This is an optimization exercise on Yosys and OpenROAD, whose aim is small area, not a production implementation.
Only simulation tests tie the RTL to the original design; equivalence was not proved.
Power is estimated from default activity; no workload was simulated.

wip/onyx:
Design SignToText, start of the top module:
module SignToText(red_ch,
		  green_ch,
		  blue_ch,
		  palm_height_test,
		  TESTING_SWITCH,
		  sign_value,
		  thumb_status, index_status, middle_status, ring_status, pinky_status,
		  start_of_palm_r, start_of_palm_c,
		  end_of_palm_r, end_of_palm_c,
		  palm_width, palm_height,
		  clk,rst);
export LEC_CHECK = 0
export CAP_MARGIN = 20
export CORE_MARGIN = 2
export CORE_UTILIZATION = 40
export SLEW_MARGIN = 20
create_clock -name core_clock -period 10.0 [get_ports {clk}]
standard.sh (not shown) runs the stock make flow with config.mk's settings and CLKGATE_MAP_FILE= SYNTH_SCRIPT=/design/flow/synth_recipe.tcl, a recipe that flattens the netlist after the stock synthesis.
==> flow/flow/run.sh <==
#!/bin/bash
# Layout flow: the standard synthesis, then an area-oriented re-mapping of the
# combinational logic with ABC (registers untouched: same cells, same names), then
# the standard layout with every port buffered by a buf_1.
set -euo pipefail
WORK=$(pwd)
FLOW=$WORK/flow
R=$WORK/orfs/results/$FLOW_PLATFORM/SignToText/base
LIB=$FLOW_HOME/platforms/$FLOW_PLATFORM/lib/sky130_fd_sc_hd__tt_025C_1v80.lib
YOSYS=yosys
[ -x "$FLOW_HOME/../tools/install/yosys/bin/yosys" ] && YOSYS=$FLOW_HOME/../tools/install/yosys/bin/yosys

# 1. standard synthesis
bash standard.sh synth > $WORK/1_standard_synth.log 2>&1

# 2. re-map the combinational logic
cp $R/1_2_yosys.v $WORK/1_2_yosys_standard.v
python3 $FLOW/libmodels.py $LIB > $WORK/comb_models.v
cat > $WORK/remap.abc <<EOA
&get -n; &st; &deepsyn -T 60; &dch -f; &nf -R 1000 -p -F 10 -A 6; &put
EOA
cat > $WORK/remap.ys <<EOY
read_liberty -lib $LIB
read_verilog -overwrite $WORK/comb_models.v
read_verilog $WORK/1_2_yosys_standard.v
hierarchy -check -top $FLOW_TOP
flatten
techmap
opt -purge
abc -liberty $LIB -dont_use sky130_fd_sc_hd__probe_p_8 -dont_use sky130_fd_sc_hd__probec_p_8 -dont_use *lpflow* -script $WORK/remap.abc
read_liberty -lib -overwrite $LIB
opt_clean -purge
hilomap -singleton -hicell sky130_fd_sc_hd__conb_1 HI -locell sky130_fd_sc_hd__conb_1 LO
splitnets
opt_clean -purge
tee -o $WORK/remap_stat.txt stat -liberty $LIB
check -assert -mapped
write_verilog -noattr -nohex -nodec $WORK/1_2_yosys_remapped.v
EOY
$YOSYS -s $WORK/remap.ys > $WORK/2_remap_yosys.log 2>&1
cp $WORK/1_2_yosys_remapped.v $R/1_2_yosys.v
rm -f $R/1_synth.odb $R/1_synth.sdc

# 3. standard layout from the re-mapped netlist
bash standard.sh BUFFER_PORTS_ARGS="-buffer_cell sky130_fd_sc_hd__buf_1" CTS_ARGS="-sink_clustering_enable -repair_clock_nets -buf_list sky130_fd_sc_hd__clkbuf_8 -dont_use_dummy_load" finish > $WORK/3_standard_layout.log 2>&1
Other scripts of this flow, unchanged in this note and not shown: flow/flow/libmodels.py
Having completed the whole flow, wip/onyx delivered a layout that passed the timing, design-rule and antenna checks.
Relative to wip/onyx, the following input files were edited for wip/willow:
diff --git a/flow/flow/run.sh b/flow/flow/run.sh
--- a/flow/flow/run.sh
+++ b/flow/flow/run.sh
@@ -20 +20 @@
-&get -n; &st; &deepsyn -T 60; &dch -f; &nf -R 1000 -p -F 10 -A 6; &put
+&get -n; &st; &deepsyn -T 120; &dch -f; &nf -R 1000 -p -F 10 -A 6; &put
Cell count: wip/onyx vs wip/willow identical
Synthesized cell count came out exactly the same in wip/willow and wip/onyx.
Compared with wip/onyx, in wip/willow fraction of met1 tracks used by global routing level; flip-flop and latch power has remained practically unchanged.

---

SignToText, a different RTL version from the one above (not shown whole).
Size in the first run: roughly 1,300 cells after synthesis, roughly 92 I/O pins, ~10,000 µm² of cells after synthesis.
Design SignToText, start of the top module:
module SignToText(red_ch,
		  green_ch,
		  blue_ch,
		  palm_height_test,
		  TESTING_SWITCH,
		  sign_value,
		  thumb_status, index_status, middle_status, ring_status, pinky_status,
		  start_of_palm_r, start_of_palm_c,
		  end_of_palm_r, end_of_palm_c,
		  palm_width, palm_height,
		  clk,rst);
   input [7:0] red_ch, green_ch, blue_ch;
   input [7:0] palm_height_test;
   input       TESTING_SWITCH;
   output [3:0] sign_value;
   output       thumb_status, index_status, middle_status, ring_status, pinky_status;
   output [7:0] start_of_palm_r, start_of_palm_c, end_of_palm_r, end_of_palm_c;
   output [7:0] palm_width, palm_height;
   input        clk, rst;
   wire skin_q, object_image;
   wire [7:0] row_count;
   wire [6:0] col_count;
   wire palm_locked;
   RGBtoYCbCr dut_0 (.red_ch(red_ch), .green_ch(green_ch), .blue_ch(blue_ch),
		     .skin_q(skin_q), .rst(rst), .clk(clk));
   SkinDecider dut_1 (.skin_q(skin_q), .object_image(object_image),
		      .rst(rst), .clk(clk));
   PalmIdentification dut_2 (.object_image(object_image),
			     .palm_height_test(palm_height_test),
			     .start_of_palm_r(start_of_palm_r),
			     .start_of_palm_c(start_of_palm_c),
			     .end_of_palm_r(end_of_palm_r),
			     .end_of_palm_c(end_of_palm_c),
			     .palm_width(palm_width),
			     .palm_height(palm_height),
			     .TESTING_SWITCH(TESTING_SWITCH),
			     .row_count(row_count), .col_count(col_count),
			     .palm_locked(palm_locked),
			     .rst(rst),.clk(clk));
   FingerIdentification dut_3 (.object_image(object_image),
			       .palm_width(palm_width),
			       .palm_height(palm_height),
			       .start_of_palm_r(start_of_palm_r),
			       .start_of_palm_c(start_of_palm_c),
			       .end_of_palm_r(end_of_palm_r),
			       .end_of_palm_c(end_of_palm_c),
			       .row_count(row_count), .col_count(col_count),
			       .palm_locked(palm_locked),
			       .thumb_status(thumb_status),
			       .index_status(index_status),
			       .middle_status(middle_status),
			       .ring_status(ring_status),
			       .pinky_status(pinky_status),
			       .rst(rst),.clk(clk));
   SignIdentification dut_4(.thumb_status(thumb_status),
  ...
==> flow/config.mk <==
export PLATFORM = sky130hd
export DESIGN_NAME = SignToText
export DESIGN_NICKNAME = SignToText
export VERILOG_FILES = /design/flow/design.v
export SDC_FILE = /design/flow/constraint.sdc
export NUM_CORES = 4
export LEC_CHECK = 0
export CAP_MARGIN = 20
export CORE_MARGIN = 2
export CORE_UTILIZATION = 40
export SLEW_MARGIN = 20
==> flow/constraint.sdc <==
create_clock -name core_clock -period 10.0 [get_ports {clk}]
set_input_delay 2.0000 -clock core_clock [delete_from_list [all_inputs] [get_ports {clk}]]
set_output_delay 2.0000 -clock core_clock [all_outputs]
set_load 0.01 [all_outputs]
==> flow/flow/run.sh <==
#!/bin/bash
# Layout flow: the standard synthesis, then an area-oriented re-mapping of the
# combinational logic with ABC (registers untouched: same cells, same names), then
# the standard layout with every port buffered by a buf_1.
set -euo pipefail
WORK=$(pwd)
FLOW=$WORK/flow
R=$WORK/orfs/results/$FLOW_PLATFORM/SignToText/base
LIB=$FLOW_HOME/platforms/$FLOW_PLATFORM/lib/sky130_fd_sc_hd__tt_025C_1v80.lib
YOSYS=yosys
[ -x "$FLOW_HOME/../tools/install/yosys/bin/yosys" ] && YOSYS=$FLOW_HOME/../tools/install/yosys/bin/yosys

# 1. standard synthesis
bash standard.sh synth > $WORK/1_standard_synth.log 2>&1

# 2. re-map the combinational logic
cp $R/1_2_yosys.v $WORK/1_2_yosys_standard.v
python3 $FLOW/libmodels.py $LIB > $WORK/comb_models.v
cat > $WORK/remap.abc <<EOA
&get -n; &st; &deepsyn -T 60; &dch; &nf -R 1000 -p; &put
EOA
cat > $WORK/remap.ys <<EOY
read_liberty -lib $LIB
read_verilog -overwrite $WORK/comb_models.v
read_verilog $WORK/1_2_yosys_standard.v
hierarchy -check -top $FLOW_TOP
flatten
techmap
opt -purge
abc -liberty $LIB -dont_use sky130_fd_sc_hd__probe_p_8 -dont_use sky130_fd_sc_hd__probec_p_8 -dont_use *lpflow* -script $WORK/remap.abc
read_liberty -lib -overwrite $LIB
opt_clean -purge
hilomap -singleton -hicell sky130_fd_sc_hd__conb_1 HI -locell sky130_fd_sc_hd__conb_1 LO
splitnets
opt_clean -purge
tee -o $WORK/remap_stat.txt stat -liberty $LIB
check -assert -mapped
write_verilog -noattr -nohex -nodec $WORK/1_2_yosys_remapped.v
EOY
$YOSYS -c /dev/null > /dev/null 2>&1 || true
$YOSYS -s $WORK/remap.ys > $WORK/2_remap_yosys.log 2>&1
cp $WORK/1_2_yosys_remapped.v $R/1_2_yosys.v
rm -f $R/1_synth.odb $R/1_synth.sdc

# 3. standard layout from the re-mapped netlist
bash standard.sh BUFFER_PORTS_ARGS="-buffer_cell sky130_fd_sc_hd__buf_1" finish > $WORK/3_standard_layout.log 2>&1
Other scripts of this flow, unchanged in this note and not shown: flow/flow/libmodels.py
Rerun with:
--- a/flow/flow/run.sh
+++ b/flow/flow/run.sh
@@ -45,2 +45,2 @@
 # 3. standard layout from the re-mapped netlist
-bash standard.sh BUFFER_PORTS_ARGS="-buffer_cell sky130_fd_sc_hd__buf_1" finish > $WORK/3_standard_layout.log 2>&1
+bash standard.sh BUFFER_PORTS_ARGS="-buffer_cell sky130_fd_sc_hd__buf_1" CTS_ARGS="-sink_clustering_enable -repair_clock_nets -buf_list sky130_fd_sc_hd__clkbuf_8 -dont_use_dummy_load" finish > $WORK/3_standard_layout.log 2>&1
Result:
- The changed run went through all stages and came out clean
- sequential share of layout area climbs by 0.71 points
- routed wire length drops by 1.2%
- total power drops by 18%
- final area drops by 3.3%
Rerun with:
--- a/flow/flow/run.sh
+++ b/flow/flow/run.sh
@@ -45,2 +45,2 @@
 # 3. standard layout from the re-mapped netlist
-bash standard.sh BUFFER_PORTS_ARGS="-buffer_cell sky130_fd_sc_hd__buf_1" CTS_ARGS="-sink_clustering_enable -repair_clock_nets -buf_list sky130_fd_sc_hd__clkbuf_8 -dont_use_dummy_load" finish > $WORK/3_standard_layout.log 2>&1
+bash standard.sh BUFFER_PORTS_ARGS="-buffer_cell sky130_fd_sc_hd__buf_1" finish > $WORK/3_standard_layout.log 2>&1
Settings changed: CTS_BUF_LIST set to sky130_fd_sc_hd__clkbuf_8, CTS_CLUSTER_SIZE set to 30.
Via count is about the same.
Sequential share of layout area is lower by 0.36 points.
Wire length is higher slightly.
Flip-flop and latch count stays the same.
Final cell count is higher slightly.
Register-to-register slack is about the same.
Hold slack is better by 0.0042 ns.
Clock power is higher by well over a third.

## what the ideal ports hide
The results above use ideal ports. As a check the final layouts listed here were re-extracted and re-timed, cells and wires unchanged.
Step 1 sets driving cells, clkbuf_16 on the clock port and buf_2 on the other inputs (assumed; they add their load-dependent delay and slew).
Step 2 also shifts input and output timing later by t, the mid clock arrival at the registers, as if the neighbouring blocks saw the same clock.
Slacks: ideal ports / drivers / drivers and shift; pairs: ideal ports / drivers.
| run | t, ns | setup slack, ns | latest minus earliest clock arrival (ns) |
|---|---|---|---|
| wip/onyx | 0.459 | 2.373 / 2.388 / 1.930 | 0.030 / 0.031 |
| wip/willow | 0.459 | 2.373 / 2.388 / 1.930 | 0.030 / 0.031 |
| the first run of note 2 | 0.470 | 2.256 / 2.282 / 1.812 | 0.008 / 0.009 |
| the second run of note 2 | 0.471 | 2.267 / 2.283 / 1.812 | 0.035 / 0.036 |
| the third run of note 2 | 0.487 | 2.285 / 2.306 / 1.819 | 0.010 / 0.010 |
After both steps setup and hold are still met in every run listed. For the third run of note 2, which loses most, drivers alone change the setup slack by +0.021 ns; drivers and shift together by -0.466 ns.
